Context: an optimization exercise on an open-source flow, tuned for small area. The choices shown serve that exercise and are no tape-out recipe.
The RTL was checked by simulation tests, not by an equivalence proof against the original design.
Power is estimated from default activity; no workload was simulated.

==> module matrix_alu_top, before the edit <==
module matrix_alu_top (
    input  wire        clk,
    input  wire        op,
    input  wire [31:0] A,
    input  wire [31:0] B,
    output reg  [31:0] C
);
reg        op_r;
reg [31:0] a_r, b_r;
wire [31:0] c_w;
always @(posedge clk) begin
    op_r <= op;
    a_r  <= A;
    b_r  <= B;
    C    <= c_w;
end
matrix_calculator alu (
    .op(op_r),
    .A(a_r),
    .B(b_r),
    .C(c_w)
);
endmodule
export LEC_CHECK = 0
export CAP_MARGIN = 20
export CORE_MARGIN = 2
export CORE_UTILIZATION = 40
export SLEW_MARGIN = 20
create_clock -name core_clock -period 5.2 [get_ports {clk}]
standard.sh (not shown) runs the stock make flow with config.mk's settings and CLKGATE_MAP_FILE= SYNTH_SCRIPT=/design/flow/synth_recipe.tcl, a recipe that flattens the netlist after the stock synthesis.
==> flow/flow/run.sh <==
#!/bin/bash
# Standard synthesis, then re-choose full-adder / gate output polarities to
# drop inverters (flow/fapol.py), then the standard layout with the
# smallest buffer on the ports.
set -euo pipefail
NET=orfs/results/sky130hd/matrix_alu_top/base/1_2_yosys.v
bash standard.sh synth > synth.log 2>&1
cp $NET synth_orig.v
python3 flow/fapol.py synth_orig.v $NET > fapol.log 2>&1
touch $NET
bash standard.sh synth > synth_odb.log 2>&1
export BUFFER_PORTS_ARGS="-buffer_cell sky130_fd_sc_hd__buf_1"
bash standard.sh finish > finish.log 2>&1
Other scripts of this flow, unchanged in this note and not shown: flow/flow/fapol.py
==> next run, changes <==
--- a/flow/design.v
+++ b/flow/design.v
@@ -652,20 +652,17 @@
     input  wire [31:0] A,
     input  wire [31:0] B,
     output reg  [31:0] C
 );
-reg        op_r;
-reg [31:0] a_r, b_r;
 wire [31:0] c_w;
+reg  [31:0] c_r;
 always @(posedge clk) begin
-    op_r <= op;
-    a_r  <= A;
-    b_r  <= B;
-    C    <= c_w;
+    c_r <= c_w;
+    C   <= c_r;
 end
 matrix_calculator alu (
-    .op(op_r),
-    .A(a_r),
-    .B(b_r),
+    .op(op),
+    .A(A),
+    .B(B),
     .C(c_w)
 );
 endmodule
Result: With this change the flow ran to the end with violations: negative setup slack. Final area came out higher by 0.38%. Hold slack gets worse by 360 ps. Final cell count came out higher by 0.92%. Sequential share of layout area came out lower by 6.9 points. Utilization came out higher by 4.1 points. Via count came out higher by 2.3%. Worst setup slack gets worse by 360 ps. Power came out lower by 3.4%. Non-clock buffer count came out higher by 72. Synthesized area came out lower by 7.5%. Global-route usage came out higher by 2.1 points. Count of clock-buffer cells in the layout came out higher by 2.

== the baseline ==
RTL: one of the versions met above, not the one the previous note started from.
For scale: roughly 64 flip-flops.
==> module matrix_alu_top, before the edit <==
module matrix_alu_top (
    input  wire        clk,
    input  wire        op,
    input  wire [31:0] A,
    input  wire [31:0] B,
    output reg  [31:0] C
);
wire [31:0] c_w;
reg  [31:0] c_r;
always @(posedge clk) begin
    c_r <= c_w;
    C   <= c_r;
end
matrix_calculator alu (
    .op(op),
    .A(A),
    .B(B),
    .C(c_w)
);
endmodule
==> flow/config.mk <==
export PLATFORM = sky130hd
export DESIGN_NAME = matrix_alu_top
export DESIGN_NICKNAME = matrix_alu_top
export VERILOG_FILES = /design/flow/design.v
export SDC_FILE = /design/flow/constraint.sdc
export NUM_CORES = 4
export LEC_CHECK = 0
export CAP_MARGIN = 20
export CORE_MARGIN = 2
export CORE_UTILIZATION = 40
export SLEW_MARGIN = 20
==> flow/constraint.sdc <==
create_clock -name core_clock -period 5.2 [get_ports {clk}]
set_input_delay 1.0400 -clock core_clock [delete_from_list [all_inputs] [get_ports {clk}]]
set_output_delay 1.0400 -clock core_clock [all_outputs]
set_load 0.01 [all_outputs]
run.sh (not shown) runs the stock make flow with config.mk's settings and CLKGATE_MAP_FILE= SYNTH_SCRIPT=/design/flow/synth_recipe.tcl, a recipe that flattens the netlist after the stock synthesis.
Stock flow here: none of the scripts above is used.
From the logs: the baseline reached the end of the flow and failed the layout checks with setup timing.
### the baseline -> the candidate
--- a/flow/design.v
+++ b/flow/design.v
@@ -652,17 +652,20 @@
     input  wire [31:0] A,
     input  wire [31:0] B,
     output reg  [31:0] C
 );
+reg        op_r;
+reg [31:0] a_r, b_r;
 wire [31:0] c_w;
-reg  [31:0] c_r;
 always @(posedge clk) begin
-    c_r <= c_w;
-    C   <= c_r;
+    op_r <= op;
+    a_r  <= A;
+    b_r  <= B;
+    C    <= c_w;
 end
 matrix_calculator alu (
-    .op(op),
-    .A(A),
-    .B(B),
+    .op(op_r),
+    .A(a_r),
+    .B(b_r),
     .C(c_w)
 );
 endmodule
Findings:
The capturing instance or port of the critical path comes out C[31] in one run and c_r[7] in the other, namely in the candidate and the baseline respectively. Comparing the baseline and the candidate, cell area after synthesis is lower on the baseline. For the internal power summed over all cells, the candidate came in about 3.8% higher than the baseline did. The candidate against the baseline: clock skew rose by 0.0052 ns; post-detailed-route via-to-cell ratio climbed about 3.7%; register share of total power rose by 4.5 points. The candidate finished every stage and its layout cleared the timing, design-rule and antenna checks.

## separate check: timing with driven ports
Ports are ideal in the flow. The routed layouts listed here were re-timed in OpenROAD.
Step 1: set_driving_cell puts a clkbuf_16 on clk and a buf_2 on each other input, an assumption about the parent block.
Step 2 adds t to the input delays and takes it off the output delays; t is the mean of the earliest and latest rising clock arrival at the registers after step 1. Input paths then give back, and output paths get back, about the clock's delay inside the block.
Three values: ideal ports, drivers, drivers and shift; two values: the first two.
run	shift t [ns]	slack for setup (ns)	hold WS [ns]	latest minus earliest clock arrival (ns)	slew at the worst register clock pin (ns)
the first run of note 1	0.405	0.209 / 0.209 / 0.209	0.685 / 0.685 / 0.685	0.014 / 0.014	0.08 / 0.08
the second run of note 1	0.383	-0.153 / -0.258 / -0.641	0.322 / 0.322 / 0.322	0.008 / 0.008	0.05 / 0.05
the baseline	0.391	-0.243 / -0.238 / -0.629	0.323 / 0.323 / 0.323	0.014 / 0.014	0.06 / 0.06
the candidate	0.402	0.172 / 0.172 / 0.172	0.611 / 0.611 / 0.611	0.016 / 0.017	0.09 / 0.09
For the second run of note 1, which loses most, drivers alone change the setup slack by -0.105 ns; drivers and shift together by -0.488 ns.
